This is an optimization exercise on Yosys and OpenROAD, whose aim is small area, a short achievable clock period and few clock cycles per item, not a production implementation. No run shown here included a check of the RTL's function; only the layout flow was run.

$ cat config.mk
export PLATFORM = sky130hd
export DESIGN_NAME = complex_multiplier
export DESIGN_NICKNAME = complex_multiplier
export VERILOG_FILES = /design/flow/design.v
export SDC_FILE = /design/flow/constraint.sdc
export NUM_CORES = 4
export LEC_CHECK = 0
export CAP_MARGIN = 20
export CORE_MARGIN = 2
export CORE_UTILIZATION = 40
export SLEW_MARGIN = 20
export SYNTH_HIERARCHICAL = 1
export SYNTH_MINIMUM_KEEP_SIZE = 0
$ cat constraint.sdc
create_clock -name core_clock -period 10.0 [get_ports {clk}]
set_input_delay 2.0000 -clock core_clock [delete_from_list [all_inputs] [get_ports {clk}]]
set_output_delay 2.0000 -clock core_clock [all_outputs]
set_load 0.01 [all_outputs]
$ cat design.v
`default_nettype none
`timescale 1ns / 1ps
module cm_mul (input wire [15:0] x, input wire [15:0] y, output wire [15:0] p);
    wire one0, two0, neg0;
    wire pp0_0;
    wire pp0_1;
    wire pp0_2;
    wire pp0_3;
    wire pp0_4;
    wire pp0_5;
    wire pp0_6;
    wire pp0_7;
    wire pp0_8;
    wire pp0_9;
    wire pp0_10;
    wire pp0_11;
    wire pp0_12;
    wire pp0_13;
    wire pp0_14;
    wire pp0_15;
    wire pp0_16;
    wire pp0_16_n;
    wire one1, two1, neg1;
    wire pp1_0;
    wire pp1_1;
    wire pp1_2;
    wire pp1_3;
    wire pp1_4;
    wire pp1_5;
    wire pp1_6;
    wire pp1_7;
    wire pp1_8;
    wire pp1_9;
    wire pp1_10;
    wire pp1_11;
    wire pp1_12;
    wire pp1_13;
    wire pp1_14;
    wire pp1_15;
    wire pp1_16;
    wire pp1_16_n;
    wire one2, two2, neg2;
    wire pp2_0;
    wire pp2_1;
    wire pp2_2;
    wire pp2_3;
    wire pp2_4;
    wire pp2_5;
    wire pp2_6;
    wire pp2_7;
    wire pp2_8;
    wire pp2_9;
    wire pp2_10;
    wire pp2_11;
    wire pp2_12;
    wire pp2_13;
    wire pp2_14;
    wire pp2_15;
    wire pp2_16;
    wire pp2_16_n;
    wire one3, two3, neg3;
    wire pp3_0;
    wire pp3_1;
    wire pp3_2;
    wire pp3_3;
    wire pp3_4;
    wire pp3_5;
    wire pp3_6;
    wire pp3_7;
    wire pp3_8;
    wire pp3_9;
    wire pp3_10;
    wire pp3_11;
    wire pp3_12;
    wire pp3_13;
    wire pp3_14;
    wire pp3_15;
    wire pp3_16;
    wire pp3_16_n;
    wire one4, two4, neg4;
    wire pp4_0;
    wire pp4_1;
    wire pp4_2;
    wire pp4_3;
    wire pp4_4;
    wire pp4_5;
    wire pp4_6;
    wire pp4_7;
    wire pp4_8;
    wire pp4_9;
    wire pp4_10;
    wire pp4_11;
    wire pp4_12;
    wire pp4_13;
    wire pp4_14;
    wire pp4_15;
    wire pp4_16;
    wire pp4_16_n;
    wire one5, two5, neg5;
    wire pp5_0;
    wire pp5_1;
    wire pp5_2;
    wire pp5_3;
    wire pp5_4;
    wire pp5_5;
    wire pp5_6;
    wire pp5_7;
    wire pp5_8;
    wire pp5_9;
    wire pp5_10;
    wire pp5_11;
    wire pp5_12;
    wire pp5_13;
    wire pp5_14;
    wire pp5_15;
    wire pp5_16;
    wire pp5_16_n;
    wire one6, two6, neg6;
    wire pp6_0;
    wire pp6_1;
    wire pp6_2;
    wire pp6_3;
    wire pp6_4;
    wire pp6_5;
    wire pp6_6;
    wire pp6_7;
    wire pp6_8;
    wire pp6_9;
    wire pp6_10;
    wire pp6_11;
    wire pp6_12;
    wire pp6_13;
    wire pp6_14;
    wire pp6_15;
    wire one7, two7, neg7;
    wire pp7_0;
    wire pp7_1;
    wire pp7_2;
    wire pp7_3;
    wire pp7_4;
    wire pp7_5;
    wire pp7_6;
    wire pp7_7;
    wire pp7_8;
    wire pp7_9;
    wire pp7_10;
    wire pp7_11;
    wire pp7_12;
    wire pp7_13;
    wire s1;
    wire c2;
    wire s3;
    wire c4;
    wire s5;
    wire c6;
    wire s7;
    wire c8;
    wire s9;
    wire c10;
    wire s11;
    wire c12;
    wire s13;
    wire c14;
    wire s15;
    wire c16;
    wire s17;
    wire c18;
    wire s19;
    wire c20;
    wire s21;
    wire c22;
    wire s23;
    wire c24;
    wire s25;
    wire c26;
    wire s27;
    wire c28;
    wire s29;
    wire c30;
    wire s31;
    wire c32;
    wire s33;
    wire c34;
    wire s35;
    wire c36;
    wire s37;
    wire c38;
    wire s39;
    wire c40;
    wire s41;
    wire c42;
    wire s43;
    wire c44;
    wire s45;
    wire c46;
    wire s47;
    wire c48;
    wire s49;
    wire c50;
    wire s51;
    wire c52;
    wire s53;
    wire c54;
    wire s55;
    wire c56;
    wire s57;
    wire c58;
    wire s59;
    wire c60;
    wire s61;
    wire c62;
    wire s63;
    wire c64;
    wire s65;
    wire c66;
    wire s67;
    wire c68;
    wire s69;
    wire c70;
    wire s71;
    wire c72;
    wire s73;
    wire c74;
    wire s75;
    wire c76;
    wire s77;
    wire c78;
    wire s79;
    wire c80;
    wire s81;
    wire c82;
    wire s83;
    wire c84;
    wire s85;
    wire c86;
    wire s87;
    wire c88;
    wire s89;
    wire c90;
    wire s91;
    wire c92;
    wire s93;
    wire c94;
    wire s95;
    wire c96;
    wire s97;
    wire c98;
    wire s99;
    wire c100;
    wire s101;
    wire c102;
    wire s103;
    wire c104;
    wire s105;
    wire c106;
    wire s107;
    wire c108;
    wire s109;
    wire c110;
    wire s111;
    wire c112;
    wire s113;
    wire c114;
    wire s115;
    wire c116;
    wire s117;
    wire c118;
    wire s119;
    wire c120;
    wire s121;
    wire c122;
    wire s123;
    wire c124;
    wire s125;
    wire c126;
    wire s127;
    wire c128;
    wire s129;
    wire c130;
    wire s131;
    wire c132;
    wire s133;
    wire c134;
    wire s135;
    wire c136;
    wire s137;
    wire c138;
    wire s139;
    wire c140;
    wire s141;
    wire c142;
    wire s143;
    wire c144;
    wire s145;
    wire c146;
    wire s147;
    wire c148;
    wire s149;
    wire c150;
    wire s151;
    wire c152;
    wire s153;
    wire c154;
    wire s155;
    wire c156;
    wire s157;
    wire c158;
    wire s159;
    wire c160;
    wire s161;
    wire c162;
    wire s163;
    wire c164;
    wire s165;
    wire c166;
    wire s167;
    wire c168;
    wire s169;
    wire c170;
    wire s171;
    wire c172;
    wire s173;
    wire c174;
    wire s175;
    wire c176;
    wire s177;
    wire c178;
    wire s179;
    wire c180;
    wire s181;
    wire c182;
    wire s183;
    wire c184;
    wire s185;
    wire c186;
    wire s187;
    wire c188;
    wire s189;
    wire c190;
    wire s191;
    wire c192;
    wire s193;
    wire c194;
    wire s195;
    wire c196;
    wire s197;
    wire c198;
    wire s199;
    wire c200;
    wire s201;
    wire c202;
    wire s203;
    wire c204;
    wire s205;
    wire c206;
    wire s207;
    wire c208;
    wire s209;
    wire c210;
    wire s211;
    wire c212;
    wire s213;
    wire c214;
    wire s215;
    wire c216;
    wire s217;
    wire c218;
    wire s219;
    wire c220;
    assign one0 = y[0] ^ 1'b0;
    assign two0 = (y[1] & ~y[0] & ~1'b0) | (~y[1] & y[0] & 1'b0);
    assign neg0 = y[1];
    cm_bsel u_pp0_0 (.one(one0), .two(two0), .neg(neg0), .xj(x[0]), .xjm(1'b0), .pp(pp0_0));
    cm_bsel u_pp0_1 (.one(one0), .two(two0), .neg(neg0), .xj(x[1]), .xjm(x[0]), .pp(pp0_1));
    cm_bsel u_pp0_2 (.one(one0), .two(two0), .neg(neg0), .xj(x[2]), .xjm(x[1]), .pp(pp0_2));
    cm_bsel u_pp0_3 (.one(one0), .two(two0), .neg(neg0), .xj(x[3]), .xjm(x[2]), .pp(pp0_3));
    cm_bsel u_pp0_4 (.one(one0), .two(two0), .neg(neg0), .xj(x[4]), .xjm(x[3]), .pp(pp0_4));
    cm_bsel u_pp0_5 (.one(one0), .two(two0), .neg(neg0), .xj(x[5]), .xjm(x[4]), .pp(pp0_5));
    cm_bsel u_pp0_6 (.one(one0), .two(two0), .neg(neg0), .xj(x[6]), .xjm(x[5]), .pp(pp0_6));
    cm_bsel u_pp0_7 (.one(one0), .two(two0), .neg(neg0), .xj(x[7]), .xjm(x[6]), .pp(pp0_7));
    cm_bsel u_pp0_8 (.one(one0), .two(two0), .neg(neg0), .xj(x[8]), .xjm(x[7]), .pp(pp0_8));
    cm_bsel u_pp0_9 (.one(one0), .two(two0), .neg(neg0), .xj(x[9]), .xjm(x[8]), .pp(pp0_9));
    cm_bsel u_pp0_10 (.one(one0), .two(two0), .neg(neg0), .xj(x[10]), .xjm(x[9]), .pp(pp0_10));
    cm_bsel u_pp0_11 (.one(one0), .two(two0), .neg(neg0), .xj(x[11]), .xjm(x[10]), .pp(pp0_11));
    cm_bsel u_pp0_12 (.one(one0), .two(two0), .neg(neg0), .xj(x[12]), .xjm(x[11]), .pp(pp0_12));
    cm_bsel u_pp0_13 (.one(one0), .two(two0), .neg(neg0), .xj(x[13]), .xjm(x[12]), .pp(pp0_13));
    cm_bsel u_pp0_14 (.one(one0), .two(two0), .neg(neg0), .xj(x[14]), .xjm(x[13]), .pp(pp0_14));
    cm_bsel u_pp0_15 (.one(one0), .two(two0), .neg(neg0), .xj(x[15]), .xjm(x[14]), .pp(pp0_15));
    cm_bsel u_pp0_16 (.one(one0), .two(two0), .neg(neg0), .xj(x[15]), .xjm(x[15]), .pp(pp0_16_n));
    assign pp0_16 = ~pp0_16_n;
    assign one1 = y[2] ^ y[1];
    assign two1 = (y[3] & ~y[2] & ~y[1]) | (~y[3] & y[2] & y[1]);
    assign neg1 = y[3];
    cm_bsel u_pp1_0 (.one(one1), .two(two1), .neg(neg1), .xj(x[0]), .xjm(1'b0), .pp(pp1_0));
    cm_bsel u_pp1_1 (.one(one1), .two(two1), .neg(neg1), .xj(x[1]), .xjm(x[0]), .pp(pp1_1));
    cm_bsel u_pp1_2 (.one(one1), .two(two1), .neg(neg1), .xj(x[2]), .xjm(x[1]), .pp(pp1_2));
    cm_bsel u_pp1_3 (.one(one1), .two(two1), .neg(neg1), .xj(x[3]), .xjm(x[2]), .pp(pp1_3));
    cm_bsel u_pp1_4 (.one(one1), .two(two1), .neg(neg1), .xj(x[4]), .xjm(x[3]), .pp(pp1_4));
    cm_bsel u_pp1_5 (.one(one1), .two(two1), .neg(neg1), .xj(x[5]), .xjm(x[4]), .pp(pp1_5));
    cm_bsel u_pp1_6 (.one(one1), .two(two1), .neg(neg1), .xj(x[6]), .xjm(x[5]), .pp(pp1_6));
    cm_bsel u_pp1_7 (.one(one1), .two(two1), .neg(neg1), .xj(x[7]), .xjm(x[6]), .pp(pp1_7));
    cm_bsel u_pp1_8 (.one(one1), .two(two1), .neg(neg1), .xj(x[8]), .xjm(x[7]), .pp(pp1_8));
    cm_bsel u_pp1_9 (.one(one1), .two(two1), .neg(neg1), .xj(x[9]), .xjm(x[8]), .pp(pp1_9));
    cm_bsel u_pp1_10 (.one(one1), .two(two1), .neg(neg1), .xj(x[10]), .xjm(x[9]), .pp(pp1_10));
    cm_bsel u_pp1_11 (.one(one1), .two(two1), .neg(neg1), .xj(x[11]), .xjm(x[10]), .pp(pp1_11));
    cm_bsel u_pp1_12 (.one(one1), .two(two1), .neg(neg1), .xj(x[12]), .xjm(x[11]), .pp(pp1_12));
    cm_bsel u_pp1_13 (.one(one1), .two(two1), .neg(neg1), .xj(x[13]), .xjm(x[12]), .pp(pp1_13));
    cm_bsel u_pp1_14 (.one(one1), .two(two1), .neg(neg1), .xj(x[14]), .xjm(x[13]), .pp(pp1_14));
    cm_bsel u_pp1_15 (.one(one1), .two(two1), .neg(neg1), .xj(x[15]), .xjm(x[14]), .pp(pp1_15));
    cm_bsel u_pp1_16 (.one(one1), .two(two1), .neg(neg1), .xj(x[15]), .xjm(x[15]), .pp(pp1_16_n));
    assign pp1_16 = ~pp1_16_n;
    assign one2 = y[4] ^ y[3];
    assign two2 = (y[5] & ~y[4] & ~y[3]) | (~y[5] & y[4] & y[3]);
    assign neg2 = y[5];
    cm_bsel u_pp2_0 (.one(one2), .two(two2), .neg(neg2), .xj(x[0]), .xjm(1'b0), .pp(pp2_0));
    cm_bsel u_pp2_1 (.one(one2), .two(two2), .neg(neg2), .xj(x[1]), .xjm(x[0]), .pp(pp2_1));
    cm_bsel u_pp2_2 (.one(one2), .two(two2), .neg(neg2), .xj(x[2]), .xjm(x[1]), .pp(pp2_2));
    cm_bsel u_pp2_3 (.one(one2), .two(two2), .neg(neg2), .xj(x[3]), .xjm(x[2]), .pp(pp2_3));
    cm_bsel u_pp2_4 (.one(one2), .two(two2), .neg(neg2), .xj(x[4]), .xjm(x[3]), .pp(pp2_4));
    cm_bsel u_pp2_5 (.one(one2), .two(two2), .neg(neg2), .xj(x[5]), .xjm(x[4]), .pp(pp2_5));
    cm_bsel u_pp2_6 (.one(one2), .two(two2), .neg(neg2), .xj(x[6]), .xjm(x[5]), .pp(pp2_6));
    cm_bsel u_pp2_7 (.one(one2), .two(two2), .neg(neg2), .xj(x[7]), .xjm(x[6]), .pp(pp2_7));
    cm_bsel u_pp2_8 (.one(one2), .two(two2), .neg(neg2), .xj(x[8]), .xjm(x[7]), .pp(pp2_8));
    cm_bsel u_pp2_9 (.one(one2), .two(two2), .neg(neg2), .xj(x[9]), .xjm(x[8]), .pp(pp2_9));
    cm_bsel u_pp2_10 (.one(one2), .two(two2), .neg(neg2), .xj(x[10]), .xjm(x[9]), .pp(pp2_10));
    cm_bsel u_pp2_11 (.one(one2), .two(two2), .neg(neg2), .xj(x[11]), .xjm(x[10]), .pp(pp2_11));
    cm_bsel u_pp2_12 (.one(one2), .two(two2), .neg(neg2), .xj(x[12]), .xjm(x[11]), .pp(pp2_12));
    cm_bsel u_pp2_13 (.one(one2), .two(two2), .neg(neg2), .xj(x[13]), .xjm(x[12]), .pp(pp2_13));
    cm_bsel u_pp2_14 (.one(one2), .two(two2), .neg(neg2), .xj(x[14]), .xjm(x[13]), .pp(pp2_14));
    cm_bsel u_pp2_15 (.one(one2), .two(two2), .neg(neg2), .xj(x[15]), .xjm(x[14]), .pp(pp2_15));
    cm_bsel u_pp2_16 (.one(one2), .two(two2), .neg(neg2), .xj(x[15]), .xjm(x[15]), .pp(pp2_16_n));
    assign pp2_16 = ~pp2_16_n;
    assign one3 = y[6] ^ y[5];
    assign two3 = (y[7] & ~y[6] & ~y[5]) | (~y[7] & y[6] & y[5]);
    assign neg3 = y[7];
    cm_bsel u_pp3_0 (.one(one3), .two(two3), .neg(neg3), .xj(x[0]), .xjm(1'b0), .pp(pp3_0));
    cm_bsel u_pp3_1 (.one(one3), .two(two3), .neg(neg3), .xj(x[1]), .xjm(x[0]), .pp(pp3_1));
    cm_bsel u_pp3_2 (.one(one3), .two(two3), .neg(neg3), .xj(x[2]), .xjm(x[1]), .pp(pp3_2));
    cm_bsel u_pp3_3 (.one(one3), .two(two3), .neg(neg3), .xj(x[3]), .xjm(x[2]), .pp(pp3_3));
    cm_bsel u_pp3_4 (.one(one3), .two(two3), .neg(neg3), .xj(x[4]), .xjm(x[3]), .pp(pp3_4));
    cm_bsel u_pp3_5 (.one(one3), .two(two3), .neg(neg3), .xj(x[5]), .xjm(x[4]), .pp(pp3_5));
    cm_bsel u_pp3_6 (.one(one3), .two(two3), .neg(neg3), .xj(x[6]), .xjm(x[5]), .pp(pp3_6));
    cm_bsel u_pp3_7 (.one(one3), .two(two3), .neg(neg3), .xj(x[7]), .xjm(x[6]), .pp(pp3_7));
    cm_bsel u_pp3_8 (.one(one3), .two(two3), .neg(neg3), .xj(x[8]), .xjm(x[7]), .pp(pp3_8));
    cm_bsel u_pp3_9 (.one(one3), .two(two3), .neg(neg3), .xj(x[9]), .xjm(x[8]), .pp(pp3_9));
    cm_bsel u_pp3_10 (.one(one3), .two(two3), .neg(neg3), .xj(x[10]), .xjm(x[9]), .pp(pp3_10));
    cm_bsel u_pp3_11 (.one(one3), .two(two3), .neg(neg3), .xj(x[11]), .xjm(x[10]), .pp(pp3_11));
    cm_bsel u_pp3_12 (.one(one3), .two(two3), .neg(neg3), .xj(x[12]), .xjm(x[11]), .pp(pp3_12));
    cm_bsel u_pp3_13 (.one(one3), .two(two3), .neg(neg3), .xj(x[13]), .xjm(x[12]), .pp(pp3_13));
    cm_bsel u_pp3_14 (.one(one3), .two(two3), .neg(neg3), .xj(x[14]), .xjm(x[13]), .pp(pp3_14));
    cm_bsel u_pp3_15 (.one(one3), .two(two3), .neg(neg3), .xj(x[15]), .xjm(x[14]), .pp(pp3_15));
    cm_bsel u_pp3_16 (.one(one3), .two(two3), .neg(neg3), .xj(x[15]), .xjm(x[15]), .pp(pp3_16_n));
    assign pp3_16 = ~pp3_16_n;
    assign one4 = y[8] ^ y[7];
    assign two4 = (y[9] & ~y[8] & ~y[7]) | (~y[9] & y[8] & y[7]);
    assign neg4 = y[9];
    cm_bsel u_pp4_0 (.one(one4), .two(two4), .neg(neg4), .xj(x[0]), .xjm(1'b0), .pp(pp4_0));
    cm_bsel u_pp4_1 (.one(one4), .two(two4), .neg(neg4), .xj(x[1]), .xjm(x[0]), .pp(pp4_1));
    cm_bsel u_pp4_2 (.one(one4), .two(two4), .neg(neg4), .xj(x[2]), .xjm(x[1]), .pp(pp4_2));
    cm_bsel u_pp4_3 (.one(one4), .two(two4), .neg(neg4), .xj(x[3]), .xjm(x[2]), .pp(pp4_3));
    cm_bsel u_pp4_4 (.one(one4), .two(two4), .neg(neg4), .xj(x[4]), .xjm(x[3]), .pp(pp4_4));
    cm_bsel u_pp4_5 (.one(one4), .two(two4), .neg(neg4), .xj(x[5]), .xjm(x[4]), .pp(pp4_5));
    cm_bsel u_pp4_6 (.one(one4), .two(two4), .neg(neg4), .xj(x[6]), .xjm(x[5]), .pp(pp4_6));
    cm_bsel u_pp4_7 (.one(one4), .two(two4), .neg(neg4), .xj(x[7]), .xjm(x[6]), .pp(pp4_7));
    cm_bsel u_pp4_8 (.one(one4), .two(two4), .neg(neg4), .xj(x[8]), .xjm(x[7]), .pp(pp4_8));
    cm_bsel u_pp4_9 (.one(one4), .two(two4), .neg(neg4), .xj(x[9]), .xjm(x[8]), .pp(pp4_9));
    cm_bsel u_pp4_10 (.one(one4), .two(two4), .neg(neg4), .xj(x[10]), .xjm(x[9]), .pp(pp4_10));
    cm_bsel u_pp4_11 (.one(one4), .two(two4), .neg(neg4), .xj(x[11]), .xjm(x[10]), .pp(pp4_11));
    cm_bsel u_pp4_12 (.one(one4), .two(two4), .neg(neg4), .xj(x[12]), .xjm(x[11]), .pp(pp4_12));
    cm_bsel u_pp4_13 (.one(one4), .two(two4), .neg(neg4), .xj(x[13]), .xjm(x[12]), .pp(pp4_13));
    cm_bsel u_pp4_14 (.one(one4), .two(two4), .neg(neg4), .xj(x[14]), .xjm(x[13]), .pp(pp4_14));
    cm_bsel u_pp4_15 (.one(one4), .two(two4), .neg(neg4), .xj(x[15]), .xjm(x[14]), .pp(pp4_15));
    cm_bsel u_pp4_16 (.one(one4), .two(two4), .neg(neg4), .xj(x[15]), .xjm(x[15]), .pp(pp4_16_n));
    assign pp4_16 = ~pp4_16_n;
    assign one5 = y[10] ^ y[9];
    assign two5 = (y[11] & ~y[10] & ~y[9]) | (~y[11] & y[10] & y[9]);
    assign neg5 = y[11];
    cm_bsel u_pp5_0 (.one(one5), .two(two5), .neg(neg5), .xj(x[0]), .xjm(1'b0), .pp(pp5_0));
    cm_bsel u_pp5_1 (.one(one5), .two(two5), .neg(neg5), .xj(x[1]), .xjm(x[0]), .pp(pp5_1));
    cm_bsel u_pp5_2 (.one(one5), .two(two5), .neg(neg5), .xj(x[2]), .xjm(x[1]), .pp(pp5_2));
    cm_bsel u_pp5_3 (.one(one5), .two(two5), .neg(neg5), .xj(x[3]), .xjm(x[2]), .pp(pp5_3));
    cm_bsel u_pp5_4 (.one(one5), .two(two5), .neg(neg5), .xj(x[4]), .xjm(x[3]), .pp(pp5_4));
    cm_bsel u_pp5_5 (.one(one5), .two(two5), .neg(neg5), .xj(x[5]), .xjm(x[4]), .pp(pp5_5));
    cm_bsel u_pp5_6 (.one(one5), .two(two5), .neg(neg5), .xj(x[6]), .xjm(x[5]), .pp(pp5_6));
    cm_bsel u_pp5_7 (.one(one5), .two(two5), .neg(neg5), .xj(x[7]), .xjm(x[6]), .pp(pp5_7));
    cm_bsel u_pp5_8 (.one(one5), .two(two5), .neg(neg5), .xj(x[8]), .xjm(x[7]), .pp(pp5_8));
    cm_bsel u_pp5_9 (.one(one5), .two(two5), .neg(neg5), .xj(x[9]), .xjm(x[8]), .pp(pp5_9));
    cm_bsel u_pp5_10 (.one(one5), .two(two5), .neg(neg5), .xj(x[10]), .xjm(x[9]), .pp(pp5_10));
    cm_bsel u_pp5_11 (.one(one5), .two(two5), .neg(neg5), .xj(x[11]), .xjm(x[10]), .pp(pp5_11));
    cm_bsel u_pp5_12 (.one(one5), .two(two5), .neg(neg5), .xj(x[12]), .xjm(x[11]), .pp(pp5_12));
    cm_bsel u_pp5_13 (.one(one5), .two(two5), .neg(neg5), .xj(x[13]), .xjm(x[12]), .pp(pp5_13));
    cm_bsel u_pp5_14 (.one(one5), .two(two5), .neg(neg5), .xj(x[14]), .xjm(x[13]), .pp(pp5_14));
    cm_bsel u_pp5_15 (.one(one5), .two(two5), .neg(neg5), .xj(x[15]), .xjm(x[14]), .pp(pp5_15));
    cm_bsel u_pp5_16 (.one(one5), .two(two5), .neg(neg5), .xj(x[15]), .xjm(x[15]), .pp(pp5_16_n));
    assign pp5_16 = ~pp5_16_n;
    assign one6 = y[12] ^ y[11];
    assign two6 = (y[13] & ~y[12] & ~y[11]) | (~y[13] & y[12] & y[11]);
    assign neg6 = y[13];
    cm_bsel u_pp6_0 (.one(one6), .two(two6), .neg(neg6), .xj(x[0]), .xjm(1'b0), .pp(pp6_0));
    cm_bsel u_pp6_1 (.one(one6), .two(two6), .neg(neg6), .xj(x[1]), .xjm(x[0]), .pp(pp6_1));
    cm_bsel u_pp6_2 (.one(one6), .two(two6), .neg(neg6), .xj(x[2]), .xjm(x[1]), .pp(pp6_2));
    cm_bsel u_pp6_3 (.one(one6), .two(two6), .neg(neg6), .xj(x[3]), .xjm(x[2]), .pp(pp6_3));
    cm_bsel u_pp6_4 (.one(one6), .two(two6), .neg(neg6), .xj(x[4]), .xjm(x[3]), .pp(pp6_4));
    cm_bsel u_pp6_5 (.one(one6), .two(two6), .neg(neg6), .xj(x[5]), .xjm(x[4]), .pp(pp6_5));
    cm_bsel u_pp6_6 (.one(one6), .two(two6), .neg(neg6), .xj(x[6]), .xjm(x[5]), .pp(pp6_6));
    cm_bsel u_pp6_7 (.one(one6), .two(two6), .neg(neg6), .xj(x[7]), .xjm(x[6]), .pp(pp6_7));
    cm_bsel u_pp6_8 (.one(one6), .two(two6), .neg(neg6), .xj(x[8]), .xjm(x[7]), .pp(pp6_8));
    cm_bsel u_pp6_9 (.one(one6), .two(two6), .neg(neg6), .xj(x[9]), .xjm(x[8]), .pp(pp6_9));
    cm_bsel u_pp6_10 (.one(one6), .two(two6), .neg(neg6), .xj(x[10]), .xjm(x[9]), .pp(pp6_10));
    cm_bsel u_pp6_11 (.one(one6), .two(two6), .neg(neg6), .xj(x[11]), .xjm(x[10]), .pp(pp6_11));
    cm_bsel u_pp6_12 (.one(one6), .two(two6), .neg(neg6), .xj(x[12]), .xjm(x[11]), .pp(pp6_12));
    cm_bsel u_pp6_13 (.one(one6), .two(two6), .neg(neg6), .xj(x[13]), .xjm(x[12]), .pp(pp6_13));
    cm_bsel u_pp6_14 (.one(one6), .two(two6), .neg(neg6), .xj(x[14]), .xjm(x[13]), .pp(pp6_14));
    cm_bsel u_pp6_15 (.one(one6), .two(two6), .neg(neg6), .xj(x[15]), .xjm(x[14]), .pp(pp6_15));
    assign one7 = y[14] ^ y[13];
    assign two7 = (y[15] & ~y[14] & ~y[13]) | (~y[15] & y[14] & y[13]);
    assign neg7 = y[15];
    cm_bsel u_pp7_0 (.one(one7), .two(two7), .neg(neg7), .xj(x[0]), .xjm(1'b0), .pp(pp7_0));
    cm_bsel u_pp7_1 (.one(one7), .two(two7), .neg(neg7), .xj(x[1]), .xjm(x[0]), .pp(pp7_1));
    cm_bsel u_pp7_2 (.one(one7), .two(two7), .neg(neg7), .xj(x[2]), .xjm(x[1]), .pp(pp7_2));
    cm_bsel u_pp7_3 (.one(one7), .two(two7), .neg(neg7), .xj(x[3]), .xjm(x[2]), .pp(pp7_3));
    cm_bsel u_pp7_4 (.one(one7), .two(two7), .neg(neg7), .xj(x[4]), .xjm(x[3]), .pp(pp7_4));
    cm_bsel u_pp7_5 (.one(one7), .two(two7), .neg(neg7), .xj(x[5]), .xjm(x[4]), .pp(pp7_5));
    cm_bsel u_pp7_6 (.one(one7), .two(two7), .neg(neg7), .xj(x[6]), .xjm(x[5]), .pp(pp7_6));
    cm_bsel u_pp7_7 (.one(one7), .two(two7), .neg(neg7), .xj(x[7]), .xjm(x[6]), .pp(pp7_7));
    cm_bsel u_pp7_8 (.one(one7), .two(two7), .neg(neg7), .xj(x[8]), .xjm(x[7]), .pp(pp7_8));
    cm_bsel u_pp7_9 (.one(one7), .two(two7), .neg(neg7), .xj(x[9]), .xjm(x[8]), .pp(pp7_9));
    cm_bsel u_pp7_10 (.one(one7), .two(two7), .neg(neg7), .xj(x[10]), .xjm(x[9]), .pp(pp7_10));
    cm_bsel u_pp7_11 (.one(one7), .two(two7), .neg(neg7), .xj(x[11]), .xjm(x[10]), .pp(pp7_11));
    cm_bsel u_pp7_12 (.one(one7), .two(two7), .neg(neg7), .xj(x[12]), .xjm(x[11]), .pp(pp7_12));
    cm_bsel u_pp7_13 (.one(one7), .two(two7), .neg(neg7), .xj(x[13]), .xjm(x[12]), .pp(pp7_13));
    cm_ha u_s1 (.a(pp0_10), .b(pp1_8), .s(s1), .co(c2));
    cm_ha u_s3 (.a(pp0_11), .b(pp1_9), .s(s3), .co(c4));
    cm_fa u_s5 (.a(pp0_12), .b(pp1_10), .ci(pp2_8), .s(s5), .co(c6));
    cm_ha u_s7 (.a(pp3_6), .b(pp4_4), .s(s7), .co(c8));
    cm_fa u_s9 (.a(pp0_13), .b(pp1_11), .ci(pp2_9), .s(s9), .co(c10));
    cm_ha u_s11 (.a(pp3_7), .b(pp4_5), .s(s11), .co(c12));
    cm_fa u_s13 (.a(pp0_14), .b(pp1_12), .ci(pp2_10), .s(s13), .co(c14));
    cm_fa u_s15 (.a(pp3_8), .b(pp4_6), .ci(pp5_4), .s(s15), .co(c16));
    cm_ha u_s17 (.a(pp6_2), .b(pp7_0), .s(s17), .co(c18));
    cm_fa u_s19 (.a(pp0_15), .b(pp1_13), .ci(pp2_11), .s(s19), .co(c20));
    cm_fa u_s21 (.a(pp3_9), .b(pp4_7), .ci(pp5_5), .s(s21), .co(c22));
    cm_ha u_s23 (.a(pp6_3), .b(pp7_1), .s(s23), .co(c24));
    cm_fa u_s25 (.a(pp0_16), .b(pp1_14), .ci(pp2_12), .s(s25), .co(c26));
    cm_fa u_s27 (.a(pp3_10), .b(pp4_8), .ci(pp5_6), .s(s27), .co(c28));
    assign s29 = ~(pp6_4 ^ pp7_2);
    assign c30 = pp6_4 | pp7_2;
    cm_fa u_s31 (.a(pp1_15), .b(pp2_13), .ci(pp3_11), .s(s31), .co(c32));
    cm_fa u_s33 (.a(pp4_9), .b(pp5_7), .ci(pp6_5), .s(s33), .co(c34));
    assign s35 = ~pp7_3;
    assign c36 = pp7_3;
    cm_fa u_s37 (.a(pp1_16), .b(pp2_14), .ci(pp3_12), .s(s37), .co(c38));
    cm_fa u_s39 (.a(pp4_10), .b(pp5_8), .ci(pp6_6), .s(s39), .co(c40));
    cm_fa u_s41 (.a(pp2_15), .b(pp3_13), .ci(pp4_11), .s(s41), .co(c42));
    cm_ha u_s43 (.a(pp5_9), .b(pp6_7), .s(s43), .co(c44));
    cm_fa u_s45 (.a(pp2_16), .b(pp3_14), .ci(pp4_12), .s(s45), .co(c46));
    cm_ha u_s47 (.a(pp3_15), .b(pp4_13), .s(s47), .co(c48));
    cm_ha u_s49 (.a(pp0_6), .b(pp1_4), .s(s49), .co(c50));
    cm_ha u_s51 (.a(pp0_7), .b(pp1_5), .s(s51), .co(c52));
    cm_fa u_s53 (.a(pp0_8), .b(pp1_6), .ci(pp2_4), .s(s53), .co(c54));
    cm_ha u_s55 (.a(pp3_2), .b(pp4_0), .s(s55), .co(c56));
    cm_fa u_s57 (.a(pp0_9), .b(pp1_7), .ci(pp2_5), .s(s57), .co(c58));
    cm_ha u_s59 (.a(pp3_3), .b(pp4_1), .s(s59), .co(c60));
    cm_fa u_s61 (.a(s1), .b(pp2_6), .ci(pp3_4), .s(s61), .co(c62));
    cm_fa u_s63 (.a(pp4_2), .b(pp5_0), .ci(neg5), .s(s63), .co(c64));
    cm_fa u_s65 (.a(s3), .b(pp2_7), .ci(pp3_5), .s(s65), .co(c66));
    cm_fa u_s67 (.a(pp4_3), .b(pp5_1), .ci(c2), .s(s67), .co(c68));
    cm_fa u_s69 (.a(s5), .b(s7), .ci(pp5_2), .s(s69), .co(c70));
    cm_fa u_s71 (.a(pp6_0), .b(neg6), .ci(c4), .s(s71), .co(c72));
    cm_fa u_s73 (.a(s9), .b(s11), .ci(pp5_3), .s(s73), .co(c74));
    cm_fa u_s75 (.a(pp6_1), .b(c6), .ci(c8), .s(s75), .co(c76));
    cm_fa u_s77 (.a(s13), .b(s15), .ci(s17), .s(s77), .co(c78));
    cm_fa u_s79 (.a(neg7), .b(c10), .ci(c12), .s(s79), .co(c80));
    cm_fa u_s81 (.a(s19), .b(s21), .ci(s23), .s(s81), .co(c82));
    cm_fa u_s83 (.a(c14), .b(c16), .ci(c18), .s(s83), .co(c84));
    cm_fa u_s85 (.a(s25), .b(s27), .ci(s29), .s(s85), .co(c86));
    cm_fa u_s87 (.a(c20), .b(c22), .ci(c24), .s(s87), .co(c88));
    cm_fa u_s89 (.a(s31), .b(s33), .ci(s35), .s(s89), .co(c90));
    cm_fa u_s91 (.a(c26), .b(c28), .ci(c30), .s(s91), .co(c92));
    cm_fa u_s93 (.a(s37), .b(s39), .ci(pp7_4), .s(s93), .co(c94));
    cm_fa u_s95 (.a(c32), .b(c34), .ci(c36), .s(s95), .co(c96));
    cm_fa u_s97 (.a(s41), .b(s43), .ci(pp7_5), .s(s97), .co(c98));
    assign s99 = ~(c38 ^ c40);
    assign c100 = c38 | c40;
    cm_fa u_s101 (.a(s45), .b(pp5_10), .ci(pp6_8), .s(s101), .co(c102));
    cm_fa u_s103 (.a(pp7_6), .b(c42), .ci(c44), .s(s103), .co(c104));
    cm_fa u_s105 (.a(s47), .b(pp5_11), .ci(pp6_9), .s(s105), .co(c106));
    assign s107 = ~(pp7_7 ^ c46);
    assign c108 = pp7_7 | c46;
    cm_fa u_s109 (.a(pp3_16), .b(pp4_14), .ci(pp5_12), .s(s109), .co(c110));
    cm_fa u_s111 (.a(pp6_10), .b(pp7_8), .ci(c48), .s(s111), .co(c112));
    cm_fa u_s113 (.a(pp4_15), .b(pp5_13), .ci(pp6_11), .s(s113), .co(c114));
    assign s115 = ~pp7_9;
    assign c116 = pp7_9;
    cm_fa u_s117 (.a(pp4_16), .b(pp5_14), .ci(pp6_12), .s(s117), .co(c118));
    cm_ha u_s119 (.a(pp5_15), .b(pp6_13), .s(s119), .co(c120));
    cm_ha u_s121 (.a(pp0_4), .b(pp1_2), .s(s121), .co(c122));
    cm_ha u_s123 (.a(pp0_5), .b(pp1_3), .s(s123), .co(c124));
    cm_fa u_s125 (.a(s49), .b(pp2_2), .ci(pp3_0), .s(s125), .co(c126));
    cm_fa u_s127 (.a(s51), .b(pp2_3), .ci(pp3_1), .s(s127), .co(c128));
    cm_fa u_s129 (.a(s53), .b(s55), .ci(neg4), .s(s129), .co(c130));
    cm_fa u_s131 (.a(s57), .b(s59), .ci(c54), .s(s131), .co(c132));
    cm_fa u_s133 (.a(s61), .b(s63), .ci(c58), .s(s133), .co(c134));
    cm_fa u_s135 (.a(s65), .b(s67), .ci(c62), .s(s135), .co(c136));
    cm_fa u_s137 (.a(s69), .b(s71), .ci(c66), .s(s137), .co(c138));
    cm_fa u_s139 (.a(s73), .b(s75), .ci(c70), .s(s139), .co(c140));
    cm_fa u_s141 (.a(s77), .b(s79), .ci(c74), .s(s141), .co(c142));
    cm_fa u_s143 (.a(s81), .b(s83), .ci(c78), .s(s143), .co(c144));
    cm_fa u_s145 (.a(s85), .b(s87), .ci(c82), .s(s145), .co(c146));
    cm_fa u_s147 (.a(s89), .b(s91), .ci(c86), .s(s147), .co(c148));
    cm_fa u_s149 (.a(s93), .b(s95), .ci(c90), .s(s149), .co(c150));
    cm_fa u_s151 (.a(s97), .b(s99), .ci(c94), .s(s151), .co(c152));
    cm_fa u_s153 (.a(s101), .b(s103), .ci(c98), .s(s153), .co(c154));
    cm_fa u_s155 (.a(s105), .b(s107), .ci(c102), .s(s155), .co(c156));
    cm_fa u_s157 (.a(s109), .b(s111), .ci(c106), .s(s157), .co(c158));
    cm_fa u_s159 (.a(s113), .b(s115), .ci(c110), .s(s159), .co(c160));
    cm_fa u_s161 (.a(s117), .b(pp7_10), .ci(c114), .s(s161), .co(c162));
    assign s163 = ~(s119 ^ pp7_11);
    assign c164 = s119 | pp7_11;
    cm_fa u_s165 (.a(pp5_16), .b(pp6_14), .ci(pp7_12), .s(s165), .co(c166));
    cm_ha u_s167 (.a(pp6_15), .b(pp7_13), .s(s167), .co(c168));
    cm_ha u_s169 (.a(pp0_2), .b(pp1_0), .s(s169), .co(c170));
    cm_ha u_s171 (.a(pp0_3), .b(pp1_1), .s(s171), .co(c172));
    cm_fa u_s173 (.a(s121), .b(pp2_0), .ci(neg2), .s(s173), .co(c174));
    cm_fa u_s175 (.a(s123), .b(pp2_1), .ci(c122), .s(s175), .co(c176));
    cm_fa u_s177 (.a(s125), .b(neg3), .ci(c124), .s(s177), .co(c178));
    cm_fa u_s179 (.a(s127), .b(c50), .ci(c126), .s(s179), .co(c180));
    cm_fa u_s181 (.a(s129), .b(c52), .ci(c128), .s(s181), .co(c182));
    cm_fa u_s183 (.a(s131), .b(c56), .ci(c130), .s(s183), .co(c184));
    cm_fa u_s185 (.a(s133), .b(c60), .ci(c132), .s(s185), .co(c186));
    cm_fa u_s187 (.a(s135), .b(c64), .ci(c134), .s(s187), .co(c188));
    cm_fa u_s189 (.a(s137), .b(c68), .ci(c136), .s(s189), .co(c190));
    cm_fa u_s191 (.a(s139), .b(c72), .ci(c138), .s(s191), .co(c192));
    cm_fa u_s193 (.a(s141), .b(c76), .ci(c140), .s(s193), .co(c194));
    cm_fa u_s195 (.a(s143), .b(c80), .ci(c142), .s(s195), .co(c196));
    cm_fa u_s197 (.a(s145), .b(c84), .ci(c144), .s(s197), .co(c198));
    cm_fa u_s199 (.a(s147), .b(c88), .ci(c146), .s(s199), .co(c200));
    cm_fa u_s201 (.a(s149), .b(c92), .ci(c148), .s(s201), .co(c202));
    cm_fa u_s203 (.a(s151), .b(c96), .ci(c150), .s(s203), .co(c204));
    cm_fa u_s205 (.a(s153), .b(c100), .ci(c152), .s(s205), .co(c206));
    cm_fa u_s207 (.a(s155), .b(c104), .ci(c154), .s(s207), .co(c208));
    cm_fa u_s209 (.a(s157), .b(c108), .ci(c156), .s(s209), .co(c210));
    cm_fa u_s211 (.a(s159), .b(c112), .ci(c158), .s(s211), .co(c212));
    cm_fa u_s213 (.a(s161), .b(c116), .ci(c160), .s(s213), .co(c214));
    cm_fa u_s215 (.a(s163), .b(c118), .ci(c162), .s(s215), .co(c216));
    cm_fa u_s217 (.a(s165), .b(c120), .ci(c164), .s(s217), .co(c218));
    assign s219 = ~(s167 ^ c166);
    assign c220 = s167 | c166;
    wire [27:0] ra = {s219, s217, s215, s213, s211, s209, s207, s205, s203, s201, s199, s197, s195, s193, s191, s189, s187, s185, s183, s181, s179, s177, s175, s173, s171, s169, pp0_1, pp0_0};
    wire [27:0] rb = {c218, c216, c214, c212, c210, c208, c206, c204, c202, c200, c198, c196, c194, c192, c190, c188, c186, c184, c182, c180, c178, c176, c174, c172, c170, neg1, 1'b0, neg0};
    wire [27:0] sum = ra + rb;
    wire sgn = (x[15] ^ y[15]) & (|x) & (|y);
    assign p = {sgn, sum[27:13]};
endmodule
module cm_fa (input wire a, input wire b, input wire ci, output wire s, output wire co);
    assign s = a ^ b ^ ci;
    assign co = (a & b) | (a & ci) | (b & ci);
endmodule
module cm_ha (input wire a, input wire b, output wire s, output wire co);
    assign s = a ^ b;
    assign co = a & b;
endmodule
module cm_bsel (input wire one, input wire two, input wire neg, input wire xj, input wire xjm, output wire pp);
    assign pp = ((one & xj) | (two & xjm)) ^ neg;
endmodule
`default_nettype none
`timescale 1ns / 1ps
module complex_multiplier
#(
    parameter INTEGER_WIDTH = 3,
    parameter FRACTIONAL_WIDTH = 13
)
(
    input  wire                                          clk,
    input  wire                                          rst_n,
    input  wire                                          input_a_tvalid,
    output wire                                          input_a_tready,
    input  wire [2*(INTEGER_WIDTH+FRACTIONAL_WIDTH)-1:0] input_a_tdata,
    input  wire                                          input_b_tvalid,
    output wire                                          input_b_tready,
    input  wire [2*(INTEGER_WIDTH+FRACTIONAL_WIDTH)-1:0] input_b_tdata,
    output reg                                           output_prod_tvalid,
    input  wire                                          output_prod_tready,
    output wire [2*(INTEGER_WIDTH+FRACTIONAL_WIDTH)-1:0] output_prod_tdata
);
    reg         v0;
    reg  [15:0] ar, ai, br, bi;
    reg  [15:0] rr1, rr2, ri1, ri2;
    wire en1 = ~output_prod_tvalid | output_prod_tready;
    wire en0 = ~v0 | en1;
    assign input_a_tready = en0;
    assign input_b_tready = en0;
    always @(posedge clk) begin
        if (!rst_n) begin
            v0 <= 1'b0;
            output_prod_tvalid <= 1'b0;
        end else begin
            if (en0) v0 <= input_a_tvalid & input_b_tvalid;
            if (en1) output_prod_tvalid <= v0;
        end
    end
    wire [15:0] m_rr1, m_rr2, m_ri1, m_ri2;
    cm_mul mul_rr1 (.x(ar), .y(br), .p(m_rr1));
    cm_mul mul_rr2 (.x(ai), .y(bi), .p(m_rr2));
    cm_mul mul_ri1 (.x(ar), .y(bi), .p(m_ri1));
    cm_mul mul_ri2 (.x(ai), .y(br), .p(m_ri2));
    always @(posedge clk) begin
        if (en0) begin
            ar <= input_a_tdata[15:0];
            ai <= input_a_tdata[31:16];
            br <= input_b_tdata[15:0];
            bi <= input_b_tdata[31:16];
        end
        if (en1) begin
            rr1 <= m_rr1;
            rr2 <= m_rr2;
            ri1 <= m_ri1;
            ri2 <= m_ri2;
        end
    end
    wire [15:0] prod_real = rr1 - rr2;
    wire [15:0] prod_imag = ri1 + ri2;
    assign output_prod_tdata = {prod_imag, prod_real};
endmodule
$ cat run.sh
#!/bin/bash
# synth_recipe.tcl (not shown) runs the flow's synth.tcl, then flattens the netlist and writes it again
# the make line also repeats each setting of config.mk as NAME=value (left out here)
make -C /OpenROAD-flow-scripts/flow DESIGN_CONFIG=/design/flow/config.mk WORK_HOME=/design/flow/orfs CLKGATE_MAP_FILE= SYNTH_SCRIPT=/design/flow/synth_recipe.tcl finish
==> results of run 1 <==
[logic make-up after synthesis]
kind of cell,Yosys count
and+or+nand+nor,339
xor gates and xnor gates,643
AOI/OAI and AO/OA,864
DFF,130
muxes,5
adders and majority gates,560
other,4
buffers and inverters,154
[layout make-up]
cell class | count | area (µm²) | area share [%]
flip-flops and latches | 130 | 3880 | 11.3
well taps | 978 | 1220 | 3.55
inverters | 143 | 537 | 1.56
multi-input cells | 2443 | 26400 | 76.7
clock inverters | 14 | 180 | 0.523
clock buffers | 18 | 429 | 1.25
repair buffers | 202 | 1770 | 5.15
[registers in the layout, summed over array words and instances, names as in the netlist]
signal / flops
ai: 16
ar: 16
bi: 16
br: 16
ri1: 16
ri2: 16
rr1: 16
rr2: 16
output_prod_tvalid: 1
v0: 1
[Yosys stat by module, one instance, submodules excluded]
module	cells inside	flip-flops and latches	times used	area (µm²)
cm_fa	1	0	340	20.0
cm_mul	223	0	4	1490
complex_multiplier	339	130	1	5440
cm_ha	1	0	72	12.5
cm_bsel	2	0	528	21.3
[Yosys cell counts, types with 5 or more instances]
master    instances  area share (%)
nand2b_1         33            0.68
o21a_1            8            0.20
a31oi_2           5            0.21
a21boi_0          5            0.12
nand3b_1         21            0.52
o211ai_1          5            0.12
a22oi_2         528              22
a31oi_1          12            0.25
nor3_1           19            0.31
edfxtp_1        128              13
a21oi_2           6            0.17
a211oi_2          7            0.29
fa_1            342              23
o21bai_1          6            0.15
nor4_1           24            0.49
nor2_1           51            0.63
and2_1            5            0.10
a21o_1           32            0.79
a211oi_1         10            0.25
clkbuf_1          5           0.062
ha_1            218             9.0
and3_1           18            0.37
a21oi_1         106             1.7
inv_1           143             1.8
nand4_1          21            0.43
xor2_1           71             2.0
a211o_1           5            0.14
o21ai_0          80             1.3
a41oi_1           8            0.23
a221oi_2          5            0.25
nor2b_1           6            0.12
buf_4             5            0.12
nand3_1          32            0.53
nand2_1          96             1.2
xnor2_1         572              17
[worst max-delay path: cells and delay by family, from the launching register on]
kind                     cells  cell delay, ns
adder cells (fa/ha/maj)      5            2.32
AO/OA/AOI/OAI                5            1.27
flip-flops                   1            0.93
XOR/XNOR                     2            0.91
AND/OR/NAND/NOR              3            0.70
buffers and inverters        1            0.63
[metrics by stage]
stage,hold WS (ns),utilization (%),area (µm²),instances,setup slack [ns]
floorplan,0.441,-,30500,2727,2.27
global placement,0.509,44.6,33700,3896,2.86
detailed placement,0.525,44.7,33700,3896,2.80
CTS,0.542,45.5,34400,3928,2.77
global route,0.555,45.6,34400,3928,2.71
finish,0.536,45.6,34400,3928,3.05
[worst max-delay path by stage]
stage | slack [ns] | end | cells past startpoint | start
final | 3.05 | ri2[11] | 16 | br[3]
after global routing | 2.71 | rr1[11] | 16 | br[3]
after CTS | 2.77 | rr1[11] | 16 | br[3]
after detailed placement | 2.80 | rr1[11] | 16 | br[3]
after global placement | 2.86 | ri2[11] | 16 | br[3]
after floorplan | 2.27 | ri1[11] | 16 | bi[5]
[metal layers]
layer,routed length (µm),vias to the layer above,global-route usage [%]
met5,13,-,0
met4,2820,2,8.13
met3,6680,191,4.08
met2,43500,918,39.3
met1,40900,11900,32.6
li1,-,10500,-
[cells in the final DEF (no fill, tap or decap), types with 7 or more instances in the layout]
master,instances
fa_1,342
a21o_1,32
clkbuf_16,17
a22oi_2,528
nor2_1,51
nor4_1,24
o21ai_2,18
clkdlybuf4s50_1,103
nand4_1,21
xor2_4,9
edfxtp_1,128
xor2_2,15
conb_1,32
o21ai_1,7
a31oi_1,12
a211oi_2,7
inv_1,142
a21oi_1,106
nand2_1,95
o21a_1,8
a41oi_1,8
o21ai_0,52
nor3_1,19
xnor2_1,572
ha_1,218
nand3b_1,21
and3_1,18
xor2_1,47
buf_4,99
a211oi_1,10
nand2b_1,33
nand3_1,32
==> impl_metrics.csv, run 1 <==
group,metric,value,unit
finish,drive_gt1_share,25.4,%
worst_hold_path,worst_hold_startpoint,"v0",
floorplanning,core-area,75600,µm²
placed_design,routabilityCongestion,0.896,
critical_path,r2r_start,"br[3]",
yosys,synth_compound_area_share,29.1,%
global_route,antenna_found_initial,3,
yosys,synth_area,30400,µm²
floorplanning,start_util,40.2,%
finish,syn2layout_area_growth,13.4,%
route,routed_wl,93900,µm
route,drc,0,
global_route,grt_max_degree,65,
job,max-cap-violations,0,
yosys,synth_adder_area_share,31.5,%
yosys,synth_top_family_by_area,"adder cells",
route,vias_per_cell,5.99,
critical_path,cp_max_fo,32,
critical_path,r2r_slack,3.05,ns
yosys,synth-main-ff-cell,"edfxtp_1",
placed_design,dp_hpwl,66100,µm
timing,rsz0062_at_grt,"false",
route,firstDrtPassIters,6,
critical_path,startpoint_type,"flip-flop",
floorplanning,die_h,279,µm
floorplanning,io_pins,104,
clocking,insertion_delay,0.49,ns
clocking,cts_tree,"yes",
timing,slew_headroom,25.1,%
route,wire_per_inst,23.9,µm
critical_path,slowest_stage,"edfxtp_1",
placed_design,io_buffers,103,
yosys,synthXorXnorAreaFrac,18.6,%
clocking,htreeDepth,4,
clocking,cts_resized,0,
clocking,postCtsSetupBuffers,0,
finish,num-nets-final,3566,
yosys,ys_seq_elements,130,
floorplanning,rows,101,
worst_hold_path,hold_end,"output_prod_tvalid",
global_route,grt_overflow,0,
yosys,avgSynthCellArea,11.2,µm²
critical_path,r2r_cells,16,
timing,max_freq,144,MHz
timing,drv_slew,0,
timing,clock_skew,0.0220,ns
yosys,async_reset_ff_share,0,%
timing,period_share,69.5,%
clocking,cts.path.max_buffers,2,
floorplanning,fp.dieW,279,µm
global_route,grt_pass1_vias,24800,
global_route,grt_pass1_wl,146000,µm
worst_hold_path,min_path_cells,1,
yosys,postSynthCellCount,2699,
global_route,grt_use_total,24.2,%
clocking,postCtsHoldBufs,0,
critical_path,worst_ep_arrival_time,7.30,ns
route,vias,23500,
outcome,outcome,"no timing/DRC/antenna violations",
critical_path,worstPathRequired,10.35,ns
timing,setup-violations-final,0,
timing,worst_slew_pin_slew,1.12,ns
route,antenna_left,0,
yosys,synth_cell_types,63,
critical_path,cp-end-kind,"flip-flop",
clocking,cts-root-buf,"clkbuf_16",
critical_path,r2r-end,"ri2[11]",
yosys,ys_seq_area_share,12.8,%
route,drt-initial-drc-count,1800,
timing,hold_viol_final,0,
clocking,clkSinkCount,130,
timing,setup_tns,0,ns
critical_path,critPathMaxStageDelay,0.93,ns
yosys,synthSimpleGateAreaFrac,5.80,%
clocking,cts_buffers,17,
finish,num-fill-cells,6938,
finish,diodes,0,
critical_path,cp_cell_sequence,"buf_4 -> xor2_4 -> a22oi_2 -> xnor2_1 -> fa_1 -> fa_1 -> fa_1 -> fa_1 -> ha_1 -> a21oi_1 -> nand2_1 -> a221oi_2 -> a31oi_2 -> a211o_1 -> or4b_1 -> nand3_1",
yosys,yosysWarnings,7,
yosys,synthMuxAreaShare,0.169,%
yosys,synth_edf_count,128,
worst_hold_path,hp-class,"reg2reg",
critical_path,path_class,"reg2reg",
floorplanning,dieArea,78100,µm²
critical_path,cpMostUsedCell,"fa_1",
timing,period_needed,6.95,ns
clocking,clkTransAtPathRegs,0.08,ns
==> run 2: changes to the inputs <==
--- a/config.mk
+++ b/config.mk
@@ -7,2 +7,3 @@
 export LEC_CHECK = 0
+export ABC_CLOCK_PERIOD_IN_PS = 4000
 export CAP_MARGIN = 20
@@ -10,2 +11,3 @@
 export CORE_UTILIZATION = 40
+export SETUP_SLACK_MARGIN = 5
 export SLEW_MARGIN = 20
==> run 2 against run 1 <==
Critical path type unchanged. Sequential cell count is the same. Via count grew 10%. Sequential share of layout area shrank 1.9 points. Global-route usage grew 3.6 points. Clock-buffer cell count grew 1. Largest cell class unchanged. Die area is the same.
==> impl_metrics.csv, run 2 <==
group,metric,value,unit
outcome,outcome,"no timing/DRC/antenna violations",
global_route,grt_pass1_vias,27000,
floorplanning,core-area,75600,µm²
yosys,synth.most_common_cell,"xnor2_1",
finish,final_cell_mix,"528 x a22oi_2, 506 x xnor2_1, 317 x fa_1",
yosys,yosysWarnings,7,
timing,hold_viol_final,0,
route,routed_wl,110000,µm
timing,worst_slew_pin_slew,0.905,ns
route,wire_per_inst,25.7,µm
route,vias,26000,
timing,max_freq,181,MHz
clocking,clkSinkCount,130,
critical_path,path_class,"reg2reg",
global_route,antenna_found_initial,4,
clocking,cts_buffers,17,
timing,setup-violations-final,0,
route,drc,0,
route,drt-initial-drc-count,1961,
timing,period_share,55.4,%
route,antenna_left,0,
clocking,cts.path.max_buffers,2,
yosys,synth-main-ff-cell,"edfxtp_1",
finish,num-nets-final,3922,
placed_design,dp_hpwl,66100,µm
timing,setup_tns,0,ns
yosys,async_reset_ff_share,0,%
yosys,netlist_top_cells_count,"572 x xnor2_1, 528 x a22oi_2, 342 x fa_1",
placed_design,post-place-ws,2.95,ns
yosys,synth_top_cell_by_area,"fa_1",
yosys,synth_cell_types,63,
timing,drv_slew,0,
placed_design,io_buffers,103,
clocking,insertion_delay,0.50,ns
critical_path,worst_ep_arrival_time,5.89,ns
floorplanning,dieArea,78100,µm²
floorplanning,die_h,279,µm
finish,utilization,54.6,%
route,firstDrtPassIters,5,
yosys,ys_seq_elements,130,
yosys,synth_area,30400,µm²
timing,rsz0062_at_grt,"true",
timing,clock_skew,0.0196,ns
floorplanning,fp.dieW,279,µm
job,max-cap-violations,0,
timing,fin_ws,4.46,ns
critical_path,startpoint_type,"flip-flop",
critical_path,cp-end-kind,"flip-flop",
critical_path,worstPathRequired,10.35,ns
finish,final_common_cell,"a22oi_2",
critical_path,cp_max_fo,6,
clocking,postCtsHoldBufs,0,
route,vias_per_cell,6.06,
clocking,clkTransAtPathRegs,0.08,ns
global_route,grt_overflow,0,
clocking,cts_tree,"yes",
floorplanning,io_pins,104,
global_route,grt_max_degree,65,
yosys,synth_top_area_share,22.6,%
timing,period_needed,5.54,ns
timing,slew_headroom,39.7,%
finish,drive_gt1_share,41.7,%
clocking,htreeDepth,4,
critical_path,r2r_cells,18,
floorplanning,rows,101,
yosys,avgSynthCellArea,11.2,µm²
yosys,ys_seq_area_share,12.8,%
worst_hold_path,min_path_cells,1,
worst_hold_path,hp-class,"reg2reg",
global_route,grt_use_total,27.8,%
yosys,postSynthCellCount,2699,
yosys,synth_edf_count,128,
yosys,synthTopCellsByArea,"fa_1 23%, a22oi_2 22%, xnor2_1 17%",
clocking,cts-root-buf,"clkbuf_16",
floorplanning,start_util,40.2,%
finish,syn2layout_area_growth,35.9,%
placed_design,routabilityCongestion,0.893,
global_route,grt_pass1_wl,166000,µm
==> run 2: cell counts after synthesis <==
Identical to the previous run, type by type.
==> run 2: stage by stage <==
stage,cells,cell area [µm²],hold slack [ns]
finish,4285,41200,0.727
global placement,3898,34200,0.509
detailed placement,3899,34300,0.524
global route,4284,41200,0.743
CTS,4202,39700,0.748
floorplan,2727,31000,0.499
==> run 2: cells by family (layout without fill, tap and decap cells) <==
kind of cell	Yosys count	count (layout)	share of synthesized area, %
multiplexers	5	5	0.169
buffers and inverters	154	732	1.99
AO/OA/AOI/OAI	864	864	29.1
AND/OR/NAND/NOR	339	340	5.80
flip-flops	130	130	12.8
XOR/XNOR	643	643	18.6
adder cells (fa/ha/maj)	560	560	31.5
other	4	33	0.0495
==> run 2: cell type report <==
cell class	count	area (µm²)
fill	6114	34300
multi-input combinational	2444	28700
timing repair buffer	557	6160
sequential	130	3880
tap	978	1220
inverter	143	537
clock buffer	19	433
clock inverter	13	256
antenna	1	2.50
==> run 2: per-module statistics from Yosys, one instance, submodules excluded <==
module,cells,flip-flops and latches
cm_ha,1,0
cm_mul,223,0
complex_multiplier,339,130
cm_fa,1,0
cm_bsel,2,0
==> run 2: final timing paths <==
path	startpoint	endpoint	slack, ns
min	v0	output_prod_tvalid	0.73
min reg2reg	v0	output_prod_tvalid	0.73
max reg2reg	bi[5]	rr2[11]	4.46
max	bi[5]	rr2[11]	4.46
==> run 2: layer usage <==
metal  GRT usage, %  vias to the layer above  share of wire [%]
met3           5.00                      306                7.7
li1               -                    11200                  -
met1           34.9                    13200                 40
met2           46.5                     1190                 47
met4           12.7                        8                5.2
met5              0                        -              0.073
==> run 2: timing repair <==
action | 4_1_cts | 5_1_grt
pin swaps | 188 | 169
buffers inserted | 246 | 82
gates cloned | 25 | 0
setup endpoints to repair | 75 | 67
gates resized for setup | 352 | 175
==> run 2: critical path, stage by stage (launching register included) <==
cell	delay, ns
edfxtp_1	0.45
buf_12	0.17
nand3b_1	0.19
o21ai_4	0.11
buf_6	0.16
a22oi_2	0.08
xnor2_2	0.20
fa_1	0.51
fa_1	0.57
fa_1	0.45
fa_1	0.54
ha_4	0.24
a21oi_4	0.14
nand2_2	0.10
a221oi_4	0.34
a31oi_4	0.17
a211o_1	0.31
or4b_1	0.52
nand3_1	0.10
==> run 3: changes to the inputs <==
--- a/config.mk
+++ b/config.mk
@@ -11,3 +11,3 @@
 export CORE_UTILIZATION = 40
-export SETUP_SLACK_MARGIN = 5
+export SETUP_SLACK_MARGIN = 3
 export SLEW_MARGIN = 20
==> run 3 against run 2 <==
Still clean on timing, DRC and antenna. Setup slack got worse by 1.1 ns. Die area unchanged. Clock-buffer cell count fell by 1. Hold slack lost 0.20 ns. Critical endpoint is now ri1[13].
==> impl_metrics.csv, run 3 <==
group,metric,value,unit
finish,syn2layout_area_growth,15.0,%
global_route,antenna_found_initial,2,
timing,setup_tns,0,ns
global_route,grt_overflow,0,
finish,final_cell_mix,"572 x xnor2_1, 528 x a22oi_2, 338 x fa_1",
route,drt-initial-drc-count,1655,
floorplanning,io_pins,104,
timing,hold_viol_final,0,
timing,rsz0062_at_grt,"false",
floorplanning,rows,101,
critical_path,worstPathRequired,10.24,ns
timing,setup-violations-final,0,
global_route,grt_pass1_wl,149000,µm
finish,num-fill-cells,6928,
yosys,postSynthCellCount,2699,
route,vias,23700,
floorplanning,fp.dieW,279,µm
floorplanning,dieArea,78100,µm²
yosys,avgSynthCellArea,11.2,µm²
critical_path,r2r_slack,3.39,ns
clocking,cts_buffers,17,
clocking,clkTransAtPathRegs,0.07,ns
route,drc,0,
timing,worst_slew_pin_slew,1.13,ns
yosys,ys_seq_area_share,12.8,%
timing,slew_headroom,24.3,%
critical_path,startpoint_type,"flip-flop",
clocking,insertion_delay,0.50,ns
yosys,synth_edf_count,128,
yosys,synth_area,30400,µm²
yosys,synthMuxAreaShare,0.169,%
floorplanning,core-area,75600,µm²
critical_path,cp-end-kind,"flip-flop",
global_route,grt_pass1_vias,24800,
yosys,synth_top_cell_by_area,"fa_1",
timing,period_share,66.1,%
placed_design,io_buffers,103,
finish,drive_gt1_share,27.5,%
timing,max_freq,151,MHz
clocking,cts_tree,"yes",
route,vias_per_cell,6.01,
yosys,yosysWarnings,7,
yosys,ys_seq_elements,130,
clocking,cts-root-buf,"clkbuf_16",
yosys,synthTopCellsByArea,"fa_1 23%, a22oi_2 22%, xnor2_1 17%",
placed_design,dp_hpwl,67200,µm
finish,utilization,46.2,%
clocking,htreeDepth,4,
yosys,async_reset_ff_share,0,%
yosys,synth_adder_area_share,31.5,%
clocking,clkSinkCount,130,
yosys,synth_cell_types,63,
yosys,synthXorXnorAreaFrac,18.6,%
yosys,netlist_top_cells_count,"572 x xnor2_1, 528 x a22oi_2, 342 x fa_1",
global_route,grt_use_total,24.6,%
finish,num-nets-final,3569,
floorplanning,start_util,40.2,%
timing,clock_skew,0.0207,ns
critical_path,worst_ep_arrival_time,6.85,ns
route,antenna_left,0,
yosys,synth.most_common_cell,"xnor2_1",
timing,drv_slew,0,
yosys,synth_compound_area_share,29.1,%
clocking,postCtsHoldBufs,0,
critical_path,path_class,"reg2reg",
outcome,outcome,"no timing/DRC/antenna violations",
route,firstDrtPassIters,8,
finish,multi_input_area,26900,µm²
finish,final_common_cell,"xnor2_1",
critical_path,cp_max_fo,48,
yosys,synth_top_family_by_area,"adder cells",
yosys,synth_top_area_share,22.6,%
route,routed_wl,95300,µm
route,wire_per_inst,24.2,µm
floorplanning,die_h,279,µm
global_route,grt_max_degree,65,
job,max-cap-violations,0,
finish,regArea,3880,µm²
yosys,synth-main-ff-cell,"edfxtp_1",
worst_hold_path,hp-class,"reg2reg",
clocking,cts.path.max_buffers,2,
placed_design,routabilityCongestion,0.896,
yosys,synthSimpleGateAreaFrac,5.80,%
timing,period_needed,6.61,ns
## run 3: Yosys stat by module, one instance, submodules excluded
module,flip-flops and latches,area [µm²],cells
cm_fa,0,20.0,1
cm_ha,0,12.5,1
cm_bsel,0,21.3,2
cm_mul,0,1490,223
complex_multiplier,130,5440,339
## run 3: worst paths after layout
check,endpoint,startpoint,depth (start not counted)
hold reg to reg,output_prod_tvalid,v0,1
setup / recovery,ri1[13],bi[5],17
setup reg to reg,ri1[13],bi[5],17
hold / removal,output_prod_tvalid,v0,1
## run 3: cells by family after synthesis
kind of cell / count (synthesis)
AOI/OAI and AO/OA: 864
xor gates and xnor gates: 643
adders and majority gates: 560
and+or+nand+nor: 339
buffers and inverters: 154
DFF: 130
muxes: 5
other: 4
## run 3: layout make-up
cell class,count,share of cell area (%)
repair buffers,205,5.16
diodes,2,0.0143
clock buffers,18,1.23
well taps,978,3.51
flip-flops and latches,130,11.1
clock inverters,14,0.312
multi-input cells,2443,77.1
inverters,143,1.54
## run 3: stage by stage
stage                     hold slack, ns  area (µm²)  setup slack (ns)  std cells
after floorplan                    0.441       31000              2.39       2727
after global placement             0.509       34200              2.99       3892
after detailed placement           0.521       34300              2.91       3893
after CTS                          0.539       34800              3.12       3926
after global routing               0.562       34900              3.10       3931
final                              0.531       34900              3.39       3933
## run 3: repair_timing
action                                  4_1_cts  5_1_grt
resized for setup                             0        0
buffers inserted                              1        5
endpoints found under the setup margin        2       11
hold endpoints to repair                      0        0
## run 3: layer usage
metal  up-vias  track usage (%)  routed length, µm
met5         -                0                 12
met4         2             6.77               1960
met3       123             3.28               6330
met2       849             40.2              44900
met1     12200             34.2              42200
li1      10500                -                  -
## run 3: critical path, cell delays in order, from the launching register on
cell and delay (ns):
edfxtp_1 0.33, buf_4 0.67, nand2b_1 0.22, o21ai_4 0.71, a22oi_2 0.13, xnor2_1 0.32
fa_1 0.52, fa_2 0.59, fa_1 0.44, fa_1 0.44, ha_1 0.41, a21oi_1 0.19
o221ai_1 0.13, a21oi_1 0.29, a21bo_2 0.24, a2bb2oi_2 0.20, nand2_1 0.08, xor2_1 0.38

port drivers added, routing unchanged:
The results above use ideal ports. As a check the final layouts listed here were re-extracted and re-timed, cells and wires unchanged. Step 1 sets driving cells, clkbuf_16 on the clock port and buf_2 on the other inputs (assumed; they add their load-dependent delay and slew). Step 2 moves the port delays by t, midway between the first and last clock arrival at a register: inputs arrive t later, outputs are due t later. That takes back most of the time a late clock gives input paths. Slacks: ideal / step 1 / step 2; pairs: ideal / step 1.
| run | t, ns | setup slack, ns | latest minus earliest clock arrival (ns) | worst data-port slew with drivers (ns) |
|---|---|---|---|---|
| run 1 | 0.546 | 3.051 / 3.051 / 3.051 | 0.022 / 0.022 | 0.04 |
| run 2 | 0.548 | 4.464 / 4.464 / 4.464 | 0.020 / 0.020 | 0.05 |
| run 3 | 0.551 | 3.390 / 3.390 / 3.390 | 0.021 / 0.020 | 0.04 |
After both steps every run listed still meets setup and hold.
